This is an optimization exercise on Yosys and OpenROAD, whose aim is small area and a short achievable clock period, not a production implementation. Power figures rest on the tool's default switching activity, not on a simulated workload.

== run a ==
==> flow/design.v <==
`timescale 1ns / 1ps
module Console(
    output [6:0]sseg,
    input [3:0]hex,
	 input n_valid   
    );
    assign sseg = (n_valid) ? 7'b1000000:
						(hex == 4'd0) ? 7'b0111111 :
						(hex == 4'd1) ? 7'b0000110 :
						(hex == 4'd2) ? 7'b1011011 :
						(hex == 4'd3) ? 7'b1001111:
						(hex == 4'd4) ? 7'b1100110 :
						(hex == 4'd5) ? 7'b1101101 :
						(hex == 4'd6) ? 7'b1111101 :
						(hex == 4'd7) ? 7'b0000111 :
						(hex == 4'd8) ? 7'b1111111 :
						(hex == 4'd9) ? 7'b1100111 :
						(hex == 4'd10) ? 7'b1110111 :
						(hex == 4'd11) ? 7'b1111100 :
						(hex == 4'd12) ? 7'b0111001 :
						(hex == 4'd13) ? 7'b1011110 :
						(hex == 4'd14) ? 7'b1111001 :
						7'b1110001 ;
endmodule
module Microprocessor(
    output mem_write,
    output mem_read,
    output reg_write,
    output [1:0]op,
    output [6:0]reg_num,
    output [6:0]pc_high,
    output [6:0]pc_low,
    output [7:0]instruction_address,
    output [6:0]rwd_1,
    output [6:0]rwd_0,
    output [1:0]r_symbol,
    input oscillator,
    input reset,
    input [7:0]instruction
    );
    reg [7:0] pc;
    reg [7:0] r [0:3];
    reg       valid;       
    reg [1:0] opc;         
    reg [1:0] rn;          
    reg [7:0] disp;        
    reg [6:0] pch_q, pcl_q;  
    wire [1:0] op_i = instruction[7:6];
    wire [1:0] sa   = instruction[5:4];
    wire [1:0] sb   = instruction[3:2];
    wire [7:0] ra = r[sa];
    wire [7:0] rb = r[sb];
    wire [9:0] qd [0:3];
    genvar k, n;
    generate
        for (k = 0; k < 4; k = k + 1) begin : rq
            assign qd[k][0] = (r[k][7:2] == 6'd63);
            for (n = 1; n < 10; n = n + 1) begin : d
                assign qd[k][n] = (r[k][7:2] == n - 1);
            end
        end
    endgenerate
    wire [9:0] qs = qd[sa];
    wire [1:0] l  = ra[1:0];
    wire       b0p = (l == 2'd3);
    wire       b2m = (l == 2'd0);
    wire       b3m = ~l[1];
    wire [7:0] rs [0:3];
    generate
        for (n = 0; n < 8; n = n + 1) begin : rsel
            assign rs[0][n] = b0p ? qs[n]   : qs[n+1];
            assign rs[1][n] = qs[n+1];
            assign rs[2][n] = b2m ? qs[n+2] : qs[n+1];
            assign rs[3][n] = b3m ? qs[n+2] : qs[n+1];
        end
    endgenerate
    wire [1:0] bk = l + instruction[1:0];
    wire [3:0] bs = 4'b0001 << bk;
    wire       st = (op_i == 2'b10);
    wire [7:0] bd [0:3];            
    generate
        for (k = 0; k < 4; k = k + 1) begin : bank
            wire [7:0] acc [0:8];
            assign acc[0] = 8'd0;
            for (n = 0; n < 8; n = n + 1) begin : row
                localparam integer A = 4 * n + k;
                reg [7:0] w;
                always @(posedge oscillator or posedge reset)
                    if (reset)
                        w <= (A < 16) ? A : 16 - A;
                    else if (st && bs[k] && rs[k][n])
                        w <= rb;
                assign acc[n+1] = acc[n] | ({8{rs[k][n]}} & w);
            end
            assign bd[k] = acc[8];
        end
    endgenerate
    wire [7:0] rdata = ({8{bs[0]}} & bd[0]) | ({8{bs[1]}} & bd[1]) |
                       ({8{bs[2]}} & bd[2]) | ({8{bs[3]}} & bd[3]);
    wire [7:0] sum = ra + rb;
    wire [7:0] wdata = instruction[6] ? rdata : sum;
    wire [1:0] wsel  = instruction[6] ? sb : instruction[1:0];
    wire       wen   = ~instruction[7];
    wire [7:0] pc_p1 = pc + 8'd1;
    wire [7:0] pc_p2 = {pc[7:1] + 7'd1, pc[0]};
    wire [7:0] pc_m1 = pc - 8'd1;
    reg  [7:0] pc_next;
    always @(*) begin
        if (op_i != 2'b11)
            pc_next = pc_p1;
        else case (instruction[1:0])
            2'b00: pc_next = pc_p1;
            2'b01: pc_next = pc_p2;
            2'b10: pc_next = pc_m1;
            default: pc_next = pc;
        endcase
    end
    wire [6:0] pch_d, pcl_d;
    Console c_pch (pch_d, pc_next[7:4], 1'b0);
    Console c_pcl (pcl_d, pc_next[3:0], 1'b0);
    always @(posedge oscillator or posedge reset) begin
        if (reset) begin
            pc <= 8'd0;
            r[0] <= 8'd0; r[1] <= 8'd0; r[2] <= 8'd0; r[3] <= 8'd0;
            valid <= 1'b0;
            pch_q <= 7'h3F; pcl_q <= 7'h3F;    
        end else begin
            pc <= pc_next;
            pch_q <= pch_d; pcl_q <= pcl_d;
            if (wen) r[wsel] <= wdata;
            valid <= wen;
        end
    end
    always @(posedge oscillator) begin
        opc  <= op_i;
        rn   <= wsel;
        disp <= wdata;
    end
    Console c_rwd1(rwd_1,   disp[7:4], ~valid);
    Console c_rwd0(rwd_0,   disp[3:0], ~valid);
    Console c_rn  (reg_num, {2'b00, rn}, ~valid);
    assign pc_high   = pch_q;
    assign pc_low    = pcl_q;
    assign instruction_address = pc;
    assign op        = opc;
    assign mem_write = (opc == 2'b10);
    assign mem_read  = (opc == 2'b01);
    assign reg_write = ~opc[1];
    assign r_symbol  = 2'b11;
endmodule
==> flow/config.mk <==
export PLATFORM = sky130hd
export DESIGN_NAME = Microprocessor
export DESIGN_NICKNAME = Microprocessor
export VERILOG_FILES = /design/flow/design.v
export SDC_FILE = /design/flow/constraint.sdc
export NUM_CORES = 4
export LEC_CHECK = 0
export ABC_AREA = 1
export CAP_MARGIN = 20
export CORE_MARGIN = 2
export CORE_UTILIZATION = 55
export CTS_CLUSTER_DIAMETER = 70
export CTS_CLUSTER_SIZE = 25
export SETUP_SLACK_MARGIN = 3.0
export SLEW_MARGIN = 20
export TNS_END_PERCENT = 0
==> flow/constraint.sdc <==
create_clock -name core_clock -period 6.0 [get_ports {oscillator}]
set_input_delay 1.2000 -clock core_clock [delete_from_list [all_inputs] [get_ports {oscillator}]]
set_output_delay 1.2000 -clock core_clock [all_outputs]
set_load 0.01 [all_outputs]
run.sh (not shown) runs the stock make flow with config.mk's settings and CLKGATE_MAP_FILE= SYNTH_SCRIPT=/design/flow/synth_recipe.tcl, a recipe that flattens the netlist after the stock synthesis.
## Diff of input files: run b against run a
diff --git a/flow/design.v b/flow/design.v
--- a/flow/design.v
+++ b/flow/design.v
@@ -96,12 +96,40 @@
         end
     endgenerate
     wire [7:0] rdata = ({8{bs[0]}} & bd[0]) | ({8{bs[1]}} & bd[1]) |
                        ({8{bs[2]}} & bd[2]) | ({8{bs[3]}} & bd[3]);
-    wire [7:0] sum = ra + rb;
+    wire [7:0] g0 = ra & rb;
+    wire [7:0] p0 = ra ^ rb;
+    wire [7:0] g1, p1, g2, p2, g3;
+    generate
+        for (n = 0; n < 8; n = n + 1) begin : pfx
+            if (n >= 1) begin : l1
+                assign g1[n] = g0[n] | (p0[n] & g0[n-1]);
+                assign p1[n] = p0[n] & p0[n-1];
+            end else begin : l1z
+                assign g1[n] = g0[n];
+                assign p1[n] = p0[n];
+            end
+            if (n >= 2) begin : l2
+                assign g2[n] = g1[n] | (p1[n] & g1[n-2]);
+                assign p2[n] = p1[n] & p1[n-2];
+            end else begin : l2z
+                assign g2[n] = g1[n];
+                assign p2[n] = p1[n];
+            end
+            if (n >= 4) begin : l3
+                assign g3[n] = g2[n] | (p2[n] & g2[n-4]);
+            end else begin : l3z
+                assign g3[n] = g2[n];
+            end
+        end
+    endgenerate
+    wire [7:0] sum = p0 ^ {g3[6:0], 1'b0};
     wire [7:0] wdata = instruction[6] ? rdata : sum;
     wire [1:0] wsel  = instruction[6] ? sb : instruction[1:0];
     wire       wen   = ~instruction[7];
+    wire [3:0] wa = {4{op_i == 2'b00}} & (4'b0001 << instruction[1:0]);
+    wire [3:0] wl = {4{op_i == 2'b01}} & (4'b0001 << sb);
     wire [7:0] pc_p1 = pc + 8'd1;
     wire [7:0] pc_p2 = {pc[7:1] + 7'd1, pc[0]};
     wire [7:0] pc_m1 = pc - 8'd1;
     reg  [7:0] pc_next;
@@ -126,9 +154,12 @@
             pch_q <= 7'h3F; pcl_q <= 7'h3F;    
         end else begin
             pc <= pc_next;
             pch_q <= pch_d; pcl_q <= pcl_d;
-            if (wen) r[wsel] <= wdata;
+            r[0] <= ({8{wa[0]}} & sum) | ({8{wl[0]}} & rdata) | ({8{~(wa[0] | wl[0])}} & r[0]);
+            r[1] <= ({8{wa[1]}} & sum) | ({8{wl[1]}} & rdata) | ({8{~(wa[1] | wl[1])}} & r[1]);
+            r[2] <= ({8{wa[2]}} & sum) | ({8{wl[2]}} & rdata) | ({8{~(wa[2] | wl[2])}} & r[2]);
+            r[3] <= ({8{wa[3]}} & sum) | ({8{wl[3]}} & rdata) | ({8{~(wa[3] | wl[3])}} & r[3]);
             valid <= wen;
         end
     end
     always @(posedge oscillator) begin
Results
Every run (run a and run b) finished clean.
Final wirelength for run b is higher than for run a.
[compare] base=run a new=run b: count of non-filler cells in the finished layout now larger, top fanout value on the critical path +11, reg-to-reg setup timing slack went up, portion of the clock cycle consumed by the worst path in the final layout dropped 0.32 points.
Sort run a and run b by worst reg2reg path depth, descending, and run a comes first.
NOTE: overall power after layout in run b exceeds that of run a
Run b against run a: net switching power figure went up 15%, met1 capacity usage during global routing moved up, routed length on met1 went up 3.4%, initial core utilization down 0.26 points.
Function was not checked in any run of this note: the RTL went through the layout flow alone.

==> separate check: timing with driven ports <==
In the flow no input, the clock included, has a driving cell. The finished layouts below were timed again as built, in two steps.
Step 1: set_driving_cell puts a clkbuf_16 on oscillator and a buf_2 on each other input, an assumption about the parent block.
Step 2 adds t to the input delays and takes it off the output delays; t is the mean of the earliest and latest rising clock arrival at the registers after step 1. Input paths then give back, and output paths get back, about the clock's delay inside the block.
Three values: ideal, step 1, step 2; two values: the first two.
run | t, ns | setup WS [ns] | slew at the worst register clock pin (ns)
run a | 0.594 | 2.764 / 2.711 / 2.201 | 0.10 / 0.10
run b | 0.603 | 2.783 / 2.734 / 2.195 | 0.10 / 0.10
After both steps every run listed still meets setup and hold. The setup slack of run b, which loses most, moves by -0.049 ns with the drivers and by -0.588 ns with both steps.
